This design comes from an exercise in tuning for small area on the open sky130 flow, not from production work.
At most, simulation tests tie the RTL to the original design; equivalence was not proved.
No functional check of the RTL was part of run 1.
Power and IR drop assume default switching activity.

$ cat design/flow/run.sh
#!/bin/bash
# synth_recipe.tcl (not shown) runs the flow's synth.tcl, then flattens the netlist and writes it again
# the make line also repeats each setting of config.mk as NAME=value (left out here)
make -C /OpenROAD-flow-scripts/flow DESIGN_CONFIG=/design/flow/config.mk WORK_HOME=/design/flow/orfs CLKGATE_MAP_FILE= SYNTH_SCRIPT=/design/flow/synth_recipe.tcl finish
$ cat design/flow/config.mk
export PLATFORM = sky130hd
export DESIGN_NAME = PWM_Generator
export DESIGN_NICKNAME = PWM_Generator
export VERILOG_FILES = /design/flow/design.v
export SDC_FILE = /design/flow/constraint.sdc
export NUM_CORES = 4
export LEC_CHECK = 0
export CAP_MARGIN = 20
export CORE_MARGIN = 2
export CORE_UTILIZATION = 40
export SLEW_MARGIN = 20
export SYNTH_HIERARCHICAL = 1
export SYNTH_MINIMUM_KEEP_SIZE = 0
$ cat design/flow/constraint.sdc
create_clock -name core_clock -period 7.0 [get_ports {clk}]
set_input_delay 1.4000 -clock core_clock [delete_from_list [all_inputs] [get_ports {clk}]]
set_output_delay 1.4000 -clock core_clock [all_outputs]
set_load 0.01 [all_outputs]
$ cat design/flow/design.v
module PWM_Generator (
	input clk,
	input rst,
	input [7:0] DUTY_CYCLE,
	input [15:0] ADC,
	input [9:0] PWM_PERIOD, DEAD_TIME,
	output reg PWM_UP, PWM_DOWN, Complete, ADC_Test
);
	reg [9:0] counter;
	reg [9:0] up_time;
	reg lt;
	reg adc_gt;
	reg Fault;
	reg next_UP, next_DOWN;
	wire n1 = counter[1] ^ counter[0];
	wire n2 = counter[1] & counter[0];
	wire n3 = counter[2] ^ n2;
	wire n4 = counter[2] & n2;
	wire n5 = counter[3] ^ n4;
	wire n6 = counter[3] & n4;
	wire n7 = counter[4] ^ n6;
	wire n8 = counter[4] & n6;
	wire n9 = counter[5] ^ n8;
	wire n10 = counter[5] & n8;
	wire n11 = counter[6] ^ n10;
	wire n12 = counter[6] & n10;
	wire n13 = counter[7] ^ n12;
	wire n14 = counter[7] & n12;
	wire n15 = counter[8] ^ n14;
	wire n16 = counter[8] & n14;
	wire n17 = counter[9] ^ n16;
	wire n18 = counter[9] & n16;
	wire [10:0] cinc;
	assign cinc[0] = ~counter[0];
	assign cinc[1] = n1;
	assign cinc[2] = n3;
	assign cinc[3] = n5;
	assign cinc[4] = n7;
	assign cinc[5] = n9;
	assign cinc[6] = n11;
	assign cinc[7] = n13;
	assign cinc[8] = n15;
	assign cinc[9] = n17;
	assign cinc[10] = n18;
	wire n19 = ~cinc[0] & PWM_PERIOD[0];
	wire m20;
	pwm_maj u_m20(.a(~cinc[1]), .b(PWM_PERIOD[1]), .c(n19), .y(m20));
	wire m21;
	pwm_maj u_m21(.a(~cinc[2]), .b(PWM_PERIOD[2]), .c(m20), .y(m21));
	wire m22;
	pwm_maj u_m22(.a(~cinc[3]), .b(PWM_PERIOD[3]), .c(m21), .y(m22));
	wire m23;
	pwm_maj u_m23(.a(~cinc[4]), .b(PWM_PERIOD[4]), .c(m22), .y(m23));
	wire m24;
	pwm_maj u_m24(.a(~cinc[5]), .b(PWM_PERIOD[5]), .c(m23), .y(m24));
	wire m25;
	pwm_maj u_m25(.a(~cinc[6]), .b(PWM_PERIOD[6]), .c(m24), .y(m25));
	wire m26;
	pwm_maj u_m26(.a(~cinc[7]), .b(PWM_PERIOD[7]), .c(m25), .y(m26));
	wire m27;
	pwm_maj u_m27(.a(~cinc[8]), .b(PWM_PERIOD[8]), .c(m26), .y(m27));
	wire m28;
	pwm_maj u_m28(.a(~cinc[9]), .b(PWM_PERIOD[9]), .c(m27), .y(m28));
	wire n29 = ~cinc[10] & m28;
	wire n30 = ~(PWM_PERIOD[0] & DUTY_CYCLE[0]);
	wire n31 = ~(PWM_PERIOD[0] & DUTY_CYCLE[1]);
	wire n32 = ~(PWM_PERIOD[0] & DUTY_CYCLE[2]);
	wire n33 = ~(PWM_PERIOD[0] & DUTY_CYCLE[3]);
	wire n34 = ~(PWM_PERIOD[0] & DUTY_CYCLE[4]);
	wire n35 = ~(PWM_PERIOD[0] & DUTY_CYCLE[5]);
	wire n36 = ~(PWM_PERIOD[0] & DUTY_CYCLE[6]);
	wire n37 = ~(PWM_PERIOD[0] & DUTY_CYCLE[7]);
	wire n38 = ~(PWM_PERIOD[1] & DUTY_CYCLE[0]);
	wire n39 = ~(PWM_PERIOD[1] & DUTY_CYCLE[1]);
	wire n40 = ~(PWM_PERIOD[1] & DUTY_CYCLE[2]);
	wire n41 = ~(PWM_PERIOD[1] & DUTY_CYCLE[3]);
	wire n42 = ~(PWM_PERIOD[1] & DUTY_CYCLE[4]);
	wire n43 = ~(PWM_PERIOD[1] & DUTY_CYCLE[5]);
	wire n44 = ~(PWM_PERIOD[1] & DUTY_CYCLE[6]);
	wire n45 = ~(PWM_PERIOD[1] & DUTY_CYCLE[7]);
	wire n46 = ~(PWM_PERIOD[2] & DUTY_CYCLE[0]);
	wire n47 = ~(PWM_PERIOD[2] & DUTY_CYCLE[1]);
	wire n48 = ~(PWM_PERIOD[2] & DUTY_CYCLE[2]);
	wire n49 = ~(PWM_PERIOD[2] & DUTY_CYCLE[3]);
	wire n50 = ~(PWM_PERIOD[2] & DUTY_CYCLE[4]);
	wire n51 = ~(PWM_PERIOD[2] & DUTY_CYCLE[5]);
	wire n52 = ~(PWM_PERIOD[2] & DUTY_CYCLE[6]);
	wire n53 = ~(PWM_PERIOD[2] & DUTY_CYCLE[7]);
	wire n54 = ~(PWM_PERIOD[3] & DUTY_CYCLE[0]);
	wire n55 = ~(PWM_PERIOD[3] & DUTY_CYCLE[1]);
	wire n56 = ~(PWM_PERIOD[3] & DUTY_CYCLE[2]);
	wire n57 = ~(PWM_PERIOD[3] & DUTY_CYCLE[3]);
	wire n58 = ~(PWM_PERIOD[3] & DUTY_CYCLE[4]);
	wire n59 = ~(PWM_PERIOD[3] & DUTY_CYCLE[5]);
	wire n60 = ~(PWM_PERIOD[3] & DUTY_CYCLE[6]);
	wire n61 = ~(PWM_PERIOD[3] & DUTY_CYCLE[7]);
	wire n62 = ~(PWM_PERIOD[4] & DUTY_CYCLE[0]);
	wire n63 = ~(PWM_PERIOD[4] & DUTY_CYCLE[1]);
	wire n64 = ~(PWM_PERIOD[4] & DUTY_CYCLE[2]);
	wire n65 = ~(PWM_PERIOD[4] & DUTY_CYCLE[3]);
	wire n66 = ~(PWM_PERIOD[4] & DUTY_CYCLE[4]);
	wire n67 = ~(PWM_PERIOD[4] & DUTY_CYCLE[5]);
	wire n68 = ~(PWM_PERIOD[4] & DUTY_CYCLE[6]);
	wire n69 = ~(PWM_PERIOD[4] & DUTY_CYCLE[7]);
	wire n70 = ~(PWM_PERIOD[5] & DUTY_CYCLE[0]);
	wire n71 = ~(PWM_PERIOD[5] & DUTY_CYCLE[1]);
	wire n72 = ~(PWM_PERIOD[5] & DUTY_CYCLE[2]);
	wire n73 = ~(PWM_PERIOD[5] & DUTY_CYCLE[3]);
	wire n74 = ~(PWM_PERIOD[5] & DUTY_CYCLE[4]);
	wire n75 = ~(PWM_PERIOD[5] & DUTY_CYCLE[5]);
	wire n76 = ~(PWM_PERIOD[5] & DUTY_CYCLE[6]);
	wire n77 = ~(PWM_PERIOD[5] & DUTY_CYCLE[7]);
	wire n78 = ~(PWM_PERIOD[6] & DUTY_CYCLE[0]);
	wire n79 = ~(PWM_PERIOD[6] & DUTY_CYCLE[1]);
	wire n80 = ~(PWM_PERIOD[6] & DUTY_CYCLE[2]);
	wire n81 = ~(PWM_PERIOD[6] & DUTY_CYCLE[3]);
	wire n82 = ~(PWM_PERIOD[6] & DUTY_CYCLE[4]);
	wire n83 = ~(PWM_PERIOD[6] & DUTY_CYCLE[5]);
	wire n84 = ~(PWM_PERIOD[6] & DUTY_CYCLE[6]);
	wire n85 = ~(PWM_PERIOD[6] & DUTY_CYCLE[7]);
	wire n86 = ~(PWM_PERIOD[7] & DUTY_CYCLE[0]);
	wire n87 = ~(PWM_PERIOD[7] & DUTY_CYCLE[1]);
	wire n88 = ~(PWM_PERIOD[7] & DUTY_CYCLE[2]);
	wire n89 = ~(PWM_PERIOD[7] & DUTY_CYCLE[3]);
	wire n90 = ~(PWM_PERIOD[7] & DUTY_CYCLE[4]);
	wire n91 = ~(PWM_PERIOD[7] & DUTY_CYCLE[5]);
	wire n92 = ~(PWM_PERIOD[7] & DUTY_CYCLE[6]);
	wire n93 = ~(PWM_PERIOD[7] & DUTY_CYCLE[7]);
	wire n94 = ~(PWM_PERIOD[8] & DUTY_CYCLE[0]);
	wire n95 = ~(PWM_PERIOD[8] & DUTY_CYCLE[1]);
	wire n96 = ~(PWM_PERIOD[8] & DUTY_CYCLE[2]);
	wire n97 = ~(PWM_PERIOD[8] & DUTY_CYCLE[3]);
	wire n98 = ~(PWM_PERIOD[8] & DUTY_CYCLE[4]);
	wire n99 = ~(PWM_PERIOD[8] & DUTY_CYCLE[5]);
	wire n100 = ~(PWM_PERIOD[8] & DUTY_CYCLE[6]);
	wire n101 = ~(PWM_PERIOD[8] & DUTY_CYCLE[7]);
	wire n102 = ~(PWM_PERIOD[9] & DUTY_CYCLE[0]);
	wire n103 = ~(PWM_PERIOD[9] & DUTY_CYCLE[1]);
	wire n104 = ~(PWM_PERIOD[9] & DUTY_CYCLE[2]);
	wire n105 = ~(PWM_PERIOD[9] & DUTY_CYCLE[3]);
	wire n106 = ~(PWM_PERIOD[9] & DUTY_CYCLE[4]);
	wire n107 = ~(PWM_PERIOD[9] & DUTY_CYCLE[5]);
	wire n108 = ~(PWM_PERIOD[9] & DUTY_CYCLE[6]);
	wire n109 = ~(PWM_PERIOD[9] & DUTY_CYCLE[7]);
	wire n110 = n36 ^ n43;
	wire n111 = ~n36 & ~n43;
	wire s112, c113;
	pwm_fa u_s112(.a(n37), .b(n44), .c(n51), .s(s112), .co(c113));
	wire n114 = n58 ^ n65;
	wire n115 = ~n58 & ~n65;
	wire s116, c117;
	pwm_fa u_s116(.a(n45), .b(n52), .c(n59), .s(s116), .co(c117));
	wire s118, c119;
	pwm_fa u_s118(.a(n66), .b(n73), .c(n80), .s(s118), .co(c119));
	wire s120, c121;
	pwm_fa u_s120(.a(n53), .b(n60), .c(n67), .s(s120), .co(c121));
	wire s122, c123;
	pwm_fa u_s122(.a(n74), .b(n81), .c(n88), .s(s122), .co(c123));
	wire s124, c125;
	pwm_fa u_s124(.a(n61), .b(n68), .c(n75), .s(s124), .co(c125));
	wire n126 = n82 ^ n89;
	wire n127 = ~n82 & ~n89;
	wire s128, c129;
	pwm_fa u_s128(.a(n69), .b(n76), .c(n83), .s(s128), .co(c129));
	wire n130 = n34 ^ n41;
	wire n131 = ~n34 & ~n41;
	wire s132, c133;
	pwm_fa u_s132(.a(n35), .b(n42), .c(n49), .s(s132), .co(c133));
	wire n134 = n56 ^ n63;
	wire n135 = ~n56 & ~n63;
	wire s136, c137;
	pwm_fa u_s136(.a(~n110), .b(n50), .c(n57), .s(s136), .co(c137));
	wire s138, c139;
	pwm_fa u_s138(.a(n64), .b(n71), .c(n78), .s(s138), .co(c139));
	wire s140, c141;
	pwm_fa u_s140(.a(~n111), .b(s112), .c(~n114), .s(s140), .co(c141));
	wire s142, c143;
	pwm_fa u_s142(.a(n72), .b(n79), .c(n86), .s(s142), .co(c143));
	wire s144, c145;
	pwm_fa u_s144(.a(c113), .b(~n115), .c(s116), .s(s144), .co(c145));
	wire s146, c147;
	pwm_fa u_s146(.a(s118), .b(n87), .c(n94), .s(s146), .co(c147));
	wire s148, c149;
	pwm_fa u_s148(.a(c117), .b(c119), .c(s120), .s(s148), .co(c149));
	wire s150, c151;
	pwm_fa u_s150(.a(s122), .b(n95), .c(n102), .s(s150), .co(c151));
	wire s152, c153;
	pwm_fa u_s152(.a(c121), .b(c123), .c(s124), .s(s152), .co(c153));
	wire s154, c155;
	pwm_fa u_s154(.a(~n126), .b(n96), .c(n103), .s(s154), .co(c155));
	wire s156, c157;
	pwm_fa u_s156(.a(c125), .b(~n127), .c(s128), .s(s156), .co(c157));
	wire s158, c159;
	pwm_fa u_s158(.a(n90), .b(n97), .c(n104), .s(s158), .co(c159));
	wire s160, c161;
	pwm_fa u_s160(.a(c129), .b(n77), .c(n84), .s(s160), .co(c161));
	wire s162, c163;
	pwm_fa u_s162(.a(n91), .b(n98), .c(n105), .s(s162), .co(c163));
	wire s164, c165;
	pwm_fa u_s164(.a(n85), .b(n92), .c(n99), .s(s164), .co(c165));
	wire n166 = n33 ^ n40;
	wire n167 = ~n33 & ~n40;
	wire s168, c169;
	pwm_fa u_s168(.a(~n130), .b(n48), .c(n55), .s(s168), .co(c169));
	wire s170, c171;
	pwm_fa u_s170(.a(~n131), .b(s132), .c(~n134), .s(s170), .co(c171));
	wire s172, c173;
	pwm_fa u_s172(.a(c133), .b(~n135), .c(s136), .s(s172), .co(c173));
	wire s174, c175;
	pwm_fa u_s174(.a(c137), .b(c139), .c(s140), .s(s174), .co(c175));
	wire s176, c177;
	pwm_fa u_s176(.a(c141), .b(c143), .c(s144), .s(s176), .co(c177));
	wire s178, c179;
	pwm_fa u_s178(.a(c145), .b(c147), .c(s148), .s(s178), .co(c179));
	wire s180, c181;
	pwm_fa u_s180(.a(c149), .b(c151), .c(s152), .s(s180), .co(c181));
	wire s182, c183;
	pwm_fa u_s182(.a(c153), .b(c155), .c(s156), .s(s182), .co(c183));
	wire s184, c185;
	pwm_fa u_s184(.a(c157), .b(c159), .c(s160), .s(s184), .co(c185));
	wire s186, c187;
	pwm_fa u_s186(.a(c161), .b(c163), .c(s164), .s(s186), .co(c187));
	wire s188, c189;
	pwm_fa u_s188(.a(c165), .b(n93), .c(n100), .s(s188), .co(c189));
	wire n190 = n32 ^ n39;
	wire n191 = ~n32 & ~n39;
	wire s192, c193;
	pwm_fa u_s192(.a(~n166), .b(n47), .c(n54), .s(s192), .co(c193));
	wire s194, c195;
	pwm_fa u_s194(.a(~n167), .b(s168), .c(n62), .s(s194), .co(c195));
	wire s196, c197;
	pwm_fa u_s196(.a(c169), .b(s170), .c(n70), .s(s196), .co(c197));
	wire s198, c199;
	pwm_fa u_s198(.a(c171), .b(s172), .c(s138), .s(s198), .co(c199));
	wire s200, c201;
	pwm_fa u_s200(.a(c173), .b(s174), .c(s142), .s(s200), .co(c201));
	wire s202, c203;
	pwm_fa u_s202(.a(c175), .b(s176), .c(s146), .s(s202), .co(c203));
	wire s204, c205;
	pwm_fa u_s204(.a(c177), .b(s178), .c(s150), .s(s204), .co(c205));
	wire s206, c207;
	pwm_fa u_s206(.a(c179), .b(s180), .c(s154), .s(s206), .co(c207));
	wire s208, c209;
	pwm_fa u_s208(.a(c181), .b(s182), .c(s158), .s(s208), .co(c209));
	wire s210, c211;
	pwm_fa u_s210(.a(c183), .b(s184), .c(s162), .s(s210), .co(c211));
	wire s212, c213;
	pwm_fa u_s212(.a(c185), .b(s186), .c(n106), .s(s212), .co(c213));
	wire s214, c215;
	pwm_fa u_s214(.a(c187), .b(s188), .c(n107), .s(s214), .co(c215));
	wire s216, c217;
	pwm_fa u_s216(.a(c189), .b(n101), .c(n108), .s(s216), .co(c217));
	wire n218 = ~n31 & ~n38;
	wire m219;
	pwm_maj u_m219(.a(n190), .b(~n46), .c(n218), .y(m219));
	wire m220;
	pwm_maj u_m220(.a(n191), .b(~s192), .c(m219), .y(m220));
	wire m221;
	pwm_maj u_m221(.a(c193), .b(s194), .c(~m220), .y(m221));
	wire m222;
	pwm_maj u_m222(.a(c195), .b(s196), .c(m221), .y(m222));
	wire m223;
	pwm_maj u_m223(.a(c197), .b(s198), .c(m222), .y(m223));
	wire m224;
	pwm_maj u_m224(.a(c199), .b(s200), .c(m223), .y(m224));
	wire s225, c226;
	pwm_fa u_s225(.a(c201), .b(s202), .c(m224), .s(s225), .co(c226));
	wire s227, c228;
	pwm_fa u_s227(.a(c203), .b(s204), .c(c226), .s(s227), .co(c228));
	wire s229, c230;
	pwm_fa u_s229(.a(c205), .b(s206), .c(c228), .s(s229), .co(c230));
	wire s231, c232;
	pwm_fa u_s231(.a(c207), .b(s208), .c(c230), .s(s231), .co(c232));
	wire s233, c234;
	pwm_fa u_s233(.a(c209), .b(s210), .c(c232), .s(s233), .co(c234));
	wire s235, c236;
	pwm_fa u_s235(.a(c211), .b(s212), .c(c234), .s(s235), .co(c236));
	wire s237, c238;
	pwm_fa u_s237(.a(c213), .b(s214), .c(c236), .s(s237), .co(c238));
	wire s239, c240;
	pwm_fa u_s239(.a(c215), .b(s216), .c(c238), .s(s239), .co(c240));
	wire s241, c242;
	pwm_fa u_s241(.a(c217), .b(n109), .c(c240), .s(s241), .co(c242));
	wire [9:0] prod;
	assign prod[0] = ~s225;
	assign prod[1] = ~s227;
	assign prod[2] = ~s229;
	assign prod[3] = ~s231;
	assign prod[4] = ~s233;
	assign prod[5] = ~s235;
	assign prod[6] = ~s237;
	assign prod[7] = ~s239;
	assign prod[8] = ~s241;
	assign prod[9] = ~c242;
	wire n243 = cinc[0] ^ DEAD_TIME[1];
	wire n244 = cinc[0] & DEAD_TIME[1];
	wire s245, c246;
	pwm_fa u_s245(.a(cinc[1]), .b(DEAD_TIME[2]), .c(~up_time[1]), .s(s245), .co(c246));
	wire s247, c248;
	pwm_fa u_s247(.a(cinc[2]), .b(DEAD_TIME[3]), .c(~up_time[2]), .s(s247), .co(c248));
	wire s249, c250;
	pwm_fa u_s249(.a(cinc[3]), .b(DEAD_TIME[4]), .c(~up_time[3]), .s(s249), .co(c250));
	wire s251, c252;
	pwm_fa u_s251(.a(cinc[4]), .b(DEAD_TIME[5]), .c(~up_time[4]), .s(s251), .co(c252));
	wire s253, c254;
	pwm_fa u_s253(.a(cinc[5]), .b(DEAD_TIME[6]), .c(~up_time[5]), .s(s253), .co(c254));
	wire s255, c256;
	pwm_fa u_s255(.a(cinc[6]), .b(DEAD_TIME[7]), .c(~up_time[6]), .s(s255), .co(c256));
	wire s257, c258;
	pwm_fa u_s257(.a(cinc[7]), .b(DEAD_TIME[8]), .c(~up_time[7]), .s(s257), .co(c258));
	wire s259, c260;
	pwm_fa u_s259(.a(cinc[8]), .b(DEAD_TIME[9]), .c(~up_time[8]), .s(s259), .co(c260));
	wire n261 = cinc[9] ^ up_time[9];
	wire n262 = cinc[9] & ~up_time[9];
	wire n263 = ~n243 & up_time[0];
	wire m264;
	pwm_maj u_m264(.a(n244), .b(s245), .c(~n263), .y(m264));
	wire m265;
	pwm_maj u_m265(.a(c246), .b(s247), .c(m264), .y(m265));
	wire m266;
	pwm_maj u_m266(.a(c248), .b(s249), .c(m265), .y(m266));
	wire m267;
	pwm_maj u_m267(.a(c250), .b(s251), .c(m266), .y(m267));
	wire m268;
	pwm_maj u_m268(.a(c252), .b(s253), .c(m267), .y(m268));
	wire m269;
	pwm_maj u_m269(.a(c254), .b(s255), .c(m268), .y(m269));
	wire m270;
	pwm_maj u_m270(.a(c256), .b(s257), .c(m269), .y(m270));
	wire m271;
	pwm_maj u_m271(.a(c258), .b(s259), .c(m270), .y(m271));
	wire m272;
	pwm_maj u_m272(.a(c260), .b(~n261), .c(m271), .y(m272));
	wire n273 = ~n262 & ~m272;
	wire n274 = ~DEAD_TIME[1] & up_time[0];
	wire m275;
	pwm_maj u_m275(.a(~DEAD_TIME[2]), .b(up_time[1]), .c(n274), .y(m275));
	wire m276;
	pwm_maj u_m276(.a(~DEAD_TIME[3]), .b(up_time[2]), .c(m275), .y(m276));
	wire m277;
	pwm_maj u_m277(.a(~DEAD_TIME[4]), .b(up_time[3]), .c(m276), .y(m277));
	wire m278;
	pwm_maj u_m278(.a(~DEAD_TIME[5]), .b(up_time[4]), .c(m277), .y(m278));
	wire m279;
	pwm_maj u_m279(.a(~DEAD_TIME[6]), .b(up_time[5]), .c(m278), .y(m279));
	wire m280;
	pwm_maj u_m280(.a(~DEAD_TIME[7]), .b(up_time[6]), .c(m279), .y(m280));
	wire m281;
	pwm_maj u_m281(.a(~DEAD_TIME[8]), .b(up_time[7]), .c(m280), .y(m281));
	wire m282;
	pwm_maj u_m282(.a(~DEAD_TIME[9]), .b(up_time[8]), .c(m281), .y(m282));
	wire n283 = ~up_time[9] & ~m282;
	wire n284 = counter[0] ^ DEAD_TIME[1];
	wire n285 = ~counter[0] & DEAD_TIME[1];
	wire s286, c287;
	pwm_fa u_s286(.a(~counter[1]), .b(DEAD_TIME[2]), .c(n285), .s(s286), .co(c287));
	wire s288, c289;
	pwm_fa u_s288(.a(~counter[2]), .b(DEAD_TIME[3]), .c(c287), .s(s288), .co(c289));
	wire s290, c291;
	pwm_fa u_s290(.a(~counter[3]), .b(DEAD_TIME[4]), .c(c289), .s(s290), .co(c291));
	wire s292, c293;
	pwm_fa u_s292(.a(~counter[4]), .b(DEAD_TIME[5]), .c(c291), .s(s292), .co(c293));
	wire s294, c295;
	pwm_fa u_s294(.a(~counter[5]), .b(DEAD_TIME[6]), .c(c293), .s(s294), .co(c295));
	wire s296, c297;
	pwm_fa u_s296(.a(~counter[6]), .b(DEAD_TIME[7]), .c(c295), .s(s296), .co(c297));
	wire s298, c299;
	pwm_fa u_s298(.a(~counter[7]), .b(DEAD_TIME[8]), .c(c297), .s(s298), .co(c299));
	wire s300, c301;
	pwm_fa u_s300(.a(~counter[8]), .b(DEAD_TIME[9]), .c(c299), .s(s300), .co(c301));
	wire n302 = counter[9] ^ c301;
	wire n303 = ~counter[9] & c301;
	wire [10:0] s;
	assign s[0] = n284;
	assign s[1] = ~s286;
	assign s[2] = ~s288;
	assign s[3] = ~s290;
	assign s[4] = ~s292;
	assign s[5] = ~s294;
	assign s[6] = ~s296;
	assign s[7] = ~s298;
	assign s[8] = ~s300;
	assign s[9] = n302;
	assign s[10] = n303;
	wire n304 = ~s[0] & up_time[0];
	wire m305;
	pwm_maj u_m305(.a(~s[1]), .b(up_time[1]), .c(n304), .y(m305));
	wire m306;
	pwm_maj u_m306(.a(~s[2]), .b(up_time[2]), .c(m305), .y(m306));
	wire m307;
	pwm_maj u_m307(.a(~s[3]), .b(up_time[3]), .c(m306), .y(m307));
	wire m308;
	pwm_maj u_m308(.a(~s[4]), .b(up_time[4]), .c(m307), .y(m308));
	wire m309;
	pwm_maj u_m309(.a(~s[5]), .b(up_time[5]), .c(m308), .y(m309));
	wire m310;
	pwm_maj u_m310(.a(~s[6]), .b(up_time[6]), .c(m309), .y(m310));
	wire m311;
	pwm_maj u_m311(.a(~s[7]), .b(up_time[7]), .c(m310), .y(m311));
	wire m312;
	pwm_maj u_m312(.a(~s[8]), .b(up_time[8]), .c(m311), .y(m312));
	wire m313;
	pwm_maj u_m313(.a(~s[9]), .b(up_time[9]), .c(m312), .y(m313));
	wire n314 = PWM_PERIOD[0] ^ DEAD_TIME[1];
	wire n315 = ~PWM_PERIOD[0] & DEAD_TIME[1];
	wire s316, c317;
	pwm_fa u_s316(.a(~PWM_PERIOD[1]), .b(DEAD_TIME[2]), .c(n315), .s(s316), .co(c317));
	wire s318, c319;
	pwm_fa u_s318(.a(~PWM_PERIOD[2]), .b(DEAD_TIME[3]), .c(c317), .s(s318), .co(c319));
	wire s320, c321;
	pwm_fa u_s320(.a(~PWM_PERIOD[3]), .b(DEAD_TIME[4]), .c(c319), .s(s320), .co(c321));
	wire s322, c323;
	pwm_fa u_s322(.a(~PWM_PERIOD[4]), .b(DEAD_TIME[5]), .c(c321), .s(s322), .co(c323));
	wire s324, c325;
	pwm_fa u_s324(.a(~PWM_PERIOD[5]), .b(DEAD_TIME[6]), .c(c323), .s(s324), .co(c325));
	wire s326, c327;
	pwm_fa u_s326(.a(~PWM_PERIOD[6]), .b(DEAD_TIME[7]), .c(c325), .s(s326), .co(c327));
	wire s328, c329;
	pwm_fa u_s328(.a(~PWM_PERIOD[7]), .b(DEAD_TIME[8]), .c(c327), .s(s328), .co(c329));
	wire s330, c331;
	pwm_fa u_s330(.a(~PWM_PERIOD[8]), .b(DEAD_TIME[9]), .c(c329), .s(s330), .co(c331));
	wire n332 = PWM_PERIOD[9] ^ c331;
	wire n333 = ~PWM_PERIOD[9] & c331;
	wire [10:0] ph;
	assign ph[0] = n314;
	assign ph[1] = ~s316;
	assign ph[2] = ~s318;
	assign ph[3] = ~s320;
	assign ph[4] = ~s322;
	assign ph[5] = ~s324;
	assign ph[6] = ~s326;
	assign ph[7] = ~s328;
	assign ph[8] = ~s330;
	assign ph[9] = n332;
	assign ph[10] = n333;
	wire n334 = ~counter[0] & ph[0];
	wire m335;
	pwm_maj u_m335(.a(~counter[1]), .b(ph[1]), .c(n334), .y(m335));
	wire m336;
	pwm_maj u_m336(.a(~counter[2]), .b(ph[2]), .c(m335), .y(m336));
	wire m337;
	pwm_maj u_m337(.a(~counter[3]), .b(ph[3]), .c(m336), .y(m337));
	wire m338;
	pwm_maj u_m338(.a(~counter[4]), .b(ph[4]), .c(m337), .y(m338));
	wire m339;
	pwm_maj u_m339(.a(~counter[5]), .b(ph[5]), .c(m338), .y(m339));
	wire m340;
	pwm_maj u_m340(.a(~counter[6]), .b(ph[6]), .c(m339), .y(m340));
	wire m341;
	pwm_maj u_m341(.a(~counter[7]), .b(ph[7]), .c(m340), .y(m341));
	wire m342;
	pwm_maj u_m342(.a(~counter[8]), .b(ph[8]), .c(m341), .y(m342));
	wire m343;
	pwm_maj u_m343(.a(~counter[9]), .b(ph[9]), .c(m342), .y(m343));
	wire n344 = ~ph[10] & ~m343;
	wire wrap = (|PWM_PERIOD) & ~(n29);
	wire ge_h = ~s[10];
	always @(posedge clk) begin
		if (rst) begin
			counter <= 10'd0;
			up_time <= 10'd0;
			lt <= 1'b0;
			adc_gt <= 1'b0;
			Fault <= 1'b0;
			next_UP <= 1'b0;
			next_DOWN <= 1'b0;
			PWM_UP <= 1'b0;
			PWM_DOWN <= 1'b0;
			Complete <= 1'b0;
			ADC_Test <= 1'b0;
		end else begin
			counter <= wrap ? 10'd0 : cinc[9:0];
			if (wrap) begin
				up_time <= prod;
				adc_gt <= ADC > 16'd10;
			end
			lt <= wrap ? (~n283) : (n273);
			next_UP <= lt & ge_h;
			next_DOWN <= ge_h & ~(m313) & (~n344);
			if (!Fault) begin
				Complete <= wrap;
				ADC_Test <= adc_gt;
			end
			PWM_UP <= next_UP & ~Fault;
			PWM_DOWN <= next_DOWN & ~Fault;
			Fault <= Fault | (next_UP & next_DOWN);
		end
	end
endmodule
module pwm_fa(input a, input b, input c, output s, output co);
	assign s = a ^ b ^ c;
	assign co = (a & b) | (a & c) | (b & c);
endmodule
module pwm_maj(input a, input b, input c, output y);
	assign y = (a & b) | (a & c) | (b & c);
endmodule
==> impl_metrics.ini, run 1 <==
[floorplan]
fp.coreArea_um2 = 10200
rows = 37
start_util = 0.410
pin_count = 50
die_area_um2 = 11300
die_w_um = 106
die_h_um = 106

[placed_design]
place_ws_ns = -1.26
dp_hpwl_um = 8100
port_buffers = 48
gp_congestion = 0.832
placed_cells = 617

[clock_network]
htree_levels = 2
clock_latency_ns = 0.28
cts.sinks = 29
clk_pin_slew_ns = 0.07
cts_buffers = 5
clock_path_buffers = 2
cts_hold_buf = 0
cts_tree = done
cts_root_buffer = clkbuf_8

[grt]
grt_first_pass_wirelength_um = 16700
grt_use_met2 = 0.321
grt_pass1_vias = 3457
overflow = 0
grt_max_degree = 40
met1_usage = 0.254
top_usage_layer = met2
grtUsageMet3 = 0.0135
track_usage = 0.184
antenna_found_initial = 0

[timing]
tightest_slew_ns = 0.562
clock.fmax_mhz = 133
finClkSkew_ns = 0.00619
finalHoldViolCount = 0
timing.final.ws_setup_ns = -0.512
setup-violations-final = 3
period_share = 1.07
slew_violations = 0
rsz0062_at_grt = yes
slew_headroom = 0.620
min_period_ns = 7.51

[synthesis]
synth_adder_area_share = 0.579
synth.area.top_cells = fa_1 (38%), dfxtp_1 (14%), maj3_2 (13%), ha_1 (6.3%), inv_1 (6.3%)
yosys-top-cells-count = fa_1 (80), inv_1 (70), nand2_1 (63)
async_flop_share = 0
synth_top_area_cell = fa_1
synthCells = 428
synth-xor-area-share = 0
synth.most_common_cell = fa_1
ys.flop_type = dfxtp_1
ys_types = 29
yosysWarningCount = 7
yosysSeqAreaShare = 0.139
synth_top_area_frac = 0.382
syn_area_um2 = 4190
synth_compound_area_frac = 0.0478
syn_area_per_cell_um2 = 9.79
yosys.area_share.simple = 0.136
syn_nets = 575
synth_edf_count = 0
synthMuxAreaShare = 0.00776
synth-seq-cells = 29
synth_top_family_by_area = adder cells

[setup_path]
cp-start-kind = input port
cp-end-kind = flop
r2r_cells = 13
worstPathArrival_ns = 7.67
rrSetupSlack_ns = 2.16
critPathMaxFanout = 4
timing.rr.start = counter[0]
required_ns = 7.16
crit_type = input port to flop
rr_endpoint = next_DOWN

[detailed_routing]
routedWlPerCell_um = 15.1
routed_via_density = 4.94
vias = 3095
drc = 0
firstDrtPassIters = 5
drt_iter0_markers = 76
drt_wl_total_um = 9440
ant_nets = 0

[finish]
synthToLayoutAreaGrowth_pct = 22.8
fin_cells = 627
nets = 637
final_layout_size_suffix_gt1_frac = 0.251
antenna_cells = 0

[power_and_ir_drop]
total_leakage_power_nw = 1.98
power_mw = 0.714
ir_worst_vdd_v = 0.0000738
power.density_nw_per_um2 = 139

[min_path]
hold_class = flop to flop
worstHoldEndpoint = PWM_DOWN
holdCritStartpoint = next_DOWN
hold_depth = 1

[outcome]
violations = setup timing
status = failed layout checks

[job]
drv_cap = 0
-- modules after synthesis, one instance, submodules excluded --
module	flip-flops and latches	cells	times used	area, um2
PWM_Generator	29	298	1	2030
pwm_fa	0	1	80	20.0
pwm_maj	0	1	50	11.3
-- through the flow --
| step | setup TNS (ns) | area (um2) | util | hold slack (ns) |
|---|---|---|---|---|
| floorplan | -1.47 | 4260 | - | 0.430 |
| global placement | -4.08 | 5000 | 0.488 | 0.444 |
| detailed placement | -4.28 | 5000 | 0.488 | 0.443 |
| CTS | -1.01 | 5110 | 0.500 | 0.458 |
| global route | -1.76 | 5140 | 0.503 | 0.488 |
| finish | -1.05 | 5140 | 0.503 | 0.460 |
-- worst max-delay path by stage --
stage	startpoint	endpoint	slack (ns)	depth (start not counted)
floorplan	DUTY_CYCLE[3]	up_time[8]	-0.67	22
global placement	DUTY_CYCLE[3]	up_time[8]	-1.22	22
detailed placement	PWM_PERIOD[0]	up_time[8]	-1.26	25
CTS	PWM_PERIOD[1]	up_time[8]	-0.50	22
global route	DUTY_CYCLE[4]	up_time[8]	-0.70	22
finish	PWM_PERIOD[1]	up_time[8]	-0.51	22
-- timing repair --
| action | in CTS | in global routing |
|---|---|---|
| buffers inserted | 1 | 1 |
| pin swaps | 9 | 1 |
| gates cloned | 0 | 0 |
| endpoints found under the setup margin | 5 | 4 |
| gates resized for setup | 47 | 5 |
-- state kept, by name, indices dropped and copies added (netlist names) --
signal and cells:
lt 1, adc_gt 1, next_DOWN 1, Complete 1, next_UP 1, Fault 1, counter 10, ADC_Test 1
PWM_DOWN 1, up_time 10, PWM_UP 1
-- routing by layer --
metal	routed length [um]	vias up
met1	4360	1561
met2	4710	53
li1	-	1477
met3	316	4
met4	51	0
met5	0	-
-- worst max-delay path, stage by stage --
cell and delay, ns:
buf_8 0.10, and2_4 0.15, ha_4 0.26, inv_2 0.03, fa_1 0.49, fa_1 0.43
maj3_2 0.32, maj3_2 0.32, maj3_2 0.31, maj3_2 0.33, fa_2 0.35, fa_2 0.34
fa_2 0.34, fa_2 0.34, fa_2 0.34, fa_2 0.35, fa_2 0.35, fa_2 0.34
fa_2 0.54, nor2_2 0.04, o311ai_2 0.08, o31ai_1 0.11
-- power by group --
| group | switching, mW | internal (mW) |
|---|---|---|
| combinational | 0.203 | 0.207 |
| clock | 0.0662 | 0.0684 |
| sequential | 0.00148 | 0.167 |
-- cell families after synthesis --
group / after synthesis
muxes: 3
AOI/OAI and AO/OA: 24
buffers and inverters: 96
and+or+nand+nor: 125
adders and majority gates: 151
DFF: 29
-- final cells by class --
type                    instances  area, um2
well taps                     136        170
clock inverters                 3       17.5
inverters                      70        263
multi-input cells             303       3290
clock buffers                   5       68.8
flip-flops and latches         29        581
repair buffers                 81        752
fillers                       964       5090
-- layout by cell type (no fill, tap or decap), drive strengths merged, types with 2 or more instances in the layout --
| master | n |
|---|---|
| a21oi | 2 |
| and2 | 18 |
| buf | 37 |
| clkbuf | 5 |
| clkdlybuf4s15 | 4 |
| clkdlybuf4s50 | 36 |
| clkinv | 2 |
| dfxtp | 29 |
| dlygate4sd2 | 4 |
| fa | 80 |
| ha | 21 |
| inv | 70 |
| maj3 | 50 |
| mux2 | 2 |
| nand2 | 63 |
| nand2b | 2 |
| nor2 | 19 |
| nor2b | 2 |
| nor3 | 11 |
| nor4 | 5 |
| o311ai | 9 |
| o31ai | 9 |
| or4 | 2 |
==> run 2: changes to the inputs <==
--- a/design/flow/design.v
+++ b/design/flow/design.v
@@ -10,2 +10,3 @@
 	reg [9:0] up_time;
+	reg up_cin;
 	reg lt;
@@ -265,6 +266,6 @@
 	pwm_maj u_m224(.a(c199), .b(s200), .c(m223), .y(m224));
-	wire s225, c226;
-	pwm_fa u_s225(.a(c201), .b(s202), .c(m224), .s(s225), .co(c226));
+	wire n225 = c201 ^ s202;
+	wire n226 = ~c201 & ~s202;
 	wire s227, c228;
-	pwm_fa u_s227(.a(c203), .b(s204), .c(c226), .s(s227), .co(c228));
+	pwm_fa u_s227(.a(c203), .b(s204), .c(~n226), .s(s227), .co(c228));
 	wire s229, c230;
@@ -284,3 +285,3 @@
 	wire [9:0] prod;
-	assign prod[0] = ~s225;
+	assign prod[0] = n225;
 	assign prod[1] = ~s227;
@@ -294,4 +295,4 @@
 	assign prod[9] = ~c242;
-	wire n243 = cinc[0] ^ DEAD_TIME[1];
-	wire n244 = cinc[0] & DEAD_TIME[1];
+	wire n243 = DEAD_TIME[1] ^ up_time[0];
+	wire n244 = DEAD_TIME[1] & ~up_time[0];
 	wire s245, c246;
@@ -314,5 +315,6 @@
 	wire n262 = cinc[9] & ~up_time[9];
-	wire n263 = ~n243 & up_time[0];
+	wire m263;
+	pwm_maj u_m263(.a(~cinc[0]), .b(n243), .c(up_cin), .y(m263));
 	wire m264;
-	pwm_maj u_m264(.a(n244), .b(s245), .c(~n263), .y(m264));
+	pwm_maj u_m264(.a(n244), .b(s245), .c(~m263), .y(m264));
 	wire m265;
@@ -334,5 +336,6 @@
 	wire n273 = ~n262 & ~m272;
-	wire n274 = ~DEAD_TIME[1] & up_time[0];
+	wire m274;
+	pwm_maj u_m274(.a(~DEAD_TIME[1]), .b(up_time[0]), .c(up_cin), .y(m274));
 	wire m275;
-	pwm_maj u_m275(.a(~DEAD_TIME[2]), .b(up_time[1]), .c(n274), .y(m275));
+	pwm_maj u_m275(.a(~DEAD_TIME[2]), .b(up_time[1]), .c(m274), .y(m275));
 	wire m276;
@@ -384,5 +387,6 @@
 	assign s[10] = n303;
-	wire n304 = ~s[0] & up_time[0];
+	wire m304;
+	pwm_maj u_m304(.a(~s[0]), .b(up_time[0]), .c(up_cin), .y(m304));
 	wire m305;
-	pwm_maj u_m305(.a(~s[1]), .b(up_time[1]), .c(n304), .y(m305));
+	pwm_maj u_m305(.a(~s[1]), .b(up_time[1]), .c(m304), .y(m305));
 	wire m306;
@@ -461,2 +465,3 @@
 			up_time <= 10'd0;
+			up_cin <= 1'b0;
 			lt <= 1'b0;
@@ -474,2 +479,3 @@
 				up_time <= prod;
+				up_cin <= ~m224;
 				adc_gt <= ADC > 16'd10;
==> run 2 against run 1 <==
Effect of this change:
- the run now finishes clean
- die area increased by 3.5%
- synthesized area increased by 3.6%
- synthesized cell count increased by 1.9%
- total power increased by 2.9%
- non-clock buffer count decreased by 3
- critical path type unchanged
- largest cell class unchanged
==> impl_metrics.ini, run 2 <==
[grt]
grt_pass1_vias = 3558
overflow = 0
track_usage = 0.189
grt_first_pass_wirelength_um = 17100
antenna_found_initial = 0
grt_max_degree = 42

[detailed_routing]
routedWlPerCell_um = 15.7
vias = 3055
ant_nets = 0
drt_wl_total_um = 10000
drc = 0
routed_via_density = 4.77
firstDrtPassIters = 4
drt_iter0_markers = 89

[timing]
tightest_slew_ns = 0.515
finalHoldViolCount = 0
timing.final.ws_setup_ns = 0.158
rsz0062_at_grt = no
period_share = 0.977
clock.fmax_mhz = 146
slew_violations = 0
slew_headroom = 0.657
min_period_ns = 6.84
finClkSkew_ns = 0.0133
setup-violations-final = 0

[placed_design]
port_buffers = 48
postPlaceCellArea_um2 = 5120
dp_hpwl_um = 8340
gp_congestion = 0.858
place_ws_ns = -0.731

[finish]
antenna_cells = 0
nets = 647
fin_util = 0.493
synthToLayoutAreaGrowth_pct = 21.4
final_layout_size_suffix_gt1_frac = 0.294
final_area_um2 = 5270
final_cell_mix = inv_1 (74), fa_1 (65), nand2_1 (59), maj3_2 (53), clkdlybuf4s50_1 (33)
largestRegisters = counter (10), up_time (10)
layout_commonest_cell = inv_1

[clock_network]
cts_buffers = 5
cts.sinks = 30
clk_pin_slew_ns = 0.06
cts_root_buffer = clkbuf_8
htree_levels = 2
cts_tree = done
clock_latency_ns = 0.29
clock_path_buffers = 2

[synthesis]
synth_top_area_frac = 0.364
yosys-top-cells-count = fa_1 (79), inv_1 (77), nand2_1 (63)
ys_types = 31
syn_nets = 584
syn_area_um2 = 4340
synth.area.top_cells = fa_1 (36%), dfxtp_1 (14%), maj3_2 (14%), inv_1 (6.7%), ha_1 (6.6%)
async_flop_share = 0
synth_top_area_cell = fa_1
yosysWarningCount = 7
synthCells = 436
yosysSeqAreaShare = 0.138
synth_edf_count = 0
ys.flop_type = dfxtp_1
synth-seq-cells = 30
synth.most_common_cell = fa_1
syn_area_per_cell_um2 = 9.96

[floorplan]
die_area_um2 = 11700
die_w_um = 108
rows = 38
fp.coreArea_um2 = 10700
die_h_um = 108
pin_count = 50
start_util = 0.406

[min_path]
hold_class = flop to flop

[setup_path]
cpPeakStageDelay_ns = 0.56
cp-end-kind = flop
cp-start-kind = input port
timing.critical_path.mode_cell = fa_2
worstPathArrival_ns = 7.01
crit_type = input port to flop
cpMaxStageDelayCell = fa_1
critPathMaxFanout = 3
path_cells = buf_6, nand2_4, fa_1, fa_1, fa_1, fa_1, inv_1, ha_2, inv_2, fa_2, fa_2, fa_2, fa_2, fa_2, fa_2, fa_2, fa_1, nor2_1, mux2_4
required_ns = 7.17

[outcome]
status = complete, no violations

[power_and_ir_drop]
ir_worst_vdd_v = 0.0000718
power.density_nw_per_um2 = 139
total_leakage_power_nw = 2.08

[job]
drv_cap = 0
==> run 2: worst max-delay path: cells and delay by family <==
family,cells,cell delay (ns)
buf+inv,3,0.20
simple gates,2,0.09
fa+ha+maj,13,5.04
mux,1,0.27
==> run 2: cell type report <==
type	instances	area [um2]
Clock inverter	1	5.00
Sequential cell	30	601
Tap cell	140	175
Fill cell	1008	5430
Timing Repair Buffer	78	703
Multi-Input combinational cell	307	3410
Clock buffer	7	86.3
Inverter	77	289
==> run 2: worst paths after layout <==
kind,cells after the start,slack [ns],start,end
worst min-delay path,1,0.46,next_DOWN,PWM_DOWN
worst max register to register,13,2.10,counter[0],next_DOWN
worst max-delay path,19,0.16,DUTY_CYCLE[7],up_time[8]
worst min register to register,1,0.46,next_DOWN,PWM_DOWN
==> run 2: cell families after synthesis <==
group,after synthesis,share of synthesized area
and+or+nand+nor,133,0.149
AOI/OAI and AO/OA,6,0.0133
muxes,13,0.0392
DFF,30,0.138
adders and majority gates,155,0.568
buffers and inverters,99,0.0922
==> run 2: repair_timing <==
action,in CTS,in global routing
setup endpoints to repair,3,1
resized for setup,43,25
hold buffers,0,0
hold endpoints to repair,0,0
pin swaps,14,20
buffers inserted,1,0
==> run 2: per-layer routing <==
metal	global-route usage	vias to the layer above	wire length [um]
met3	0.0253	7	342
met2	0.358	52	5380
met4	0.0339	0	70
met5	0	-	0
met1	0.231	1522	4240
li1	-	1474	-
==> run 2: metrics by stage <==
step                hold slack, ns  power [mW]  cells  setup TNS [ns]
floorplan                    0.430       0.470    436         -0.0603
global placement             0.438       0.584    631           -1.58
detailed placement           0.447       0.590    631           -1.70
CTS                          0.462       0.745    640        -0.00754
global route                 0.478       0.808    640               0
finish                       0.456       0.735    640               0
==> run 2: power breakdown <==
group          internal, mW  total, mW  leakage [nW]  switching, mW
clock                0.0793      0.150        0.0482         0.0709
combinational         0.204      0.410          1.79          0.206
sequential            0.173      0.175         0.242        0.00164
==> run 2: Yosys stat by module (local to each module, per instance) <==
module         copies in the design  cells
PWM_Generator                     1    304
pwm_fa                           79      1
pwm_maj                          53      1

-- re-timing with driven ports --
No port has a modelled driver above. Below, the same layouts with a new extraction and two added sets of constraints.
Step 1, drivers: a clkbuf_16 drives clk and a buf_2 each remaining input, both assumed.
Step 2 times the ports against the registers' clock, not the clock port: input delays grow and output delays shrink by t, the midpoint of the rising clock arrivals with the driver on.
a / b / c = ideal / step 1 / step 2; a / b = the first two.
| run | shift t [ns] | setup WS [ns] | latest minus earliest clock arrival (ns) | worst slew at a driven data input, ns | pins driven straight from the clock port |
|---|---|---|---|---|---|
| run 1 | 0.302 | -0.512 / -0.523 / -0.825 | 0.006 / 0.006 | 0.05 | 1 |
| run 2 | 0.315 | 0.158 / 0.143 / -0.172 | 0.013 / 0.014 | 0.04 | 1 |
With both steps, setup timing fails in run 2, where it was met with ideal ports. The setup slack of run 2, which loses most, moves by -0.015 ns with the drivers and by -0.330 ns with both steps.
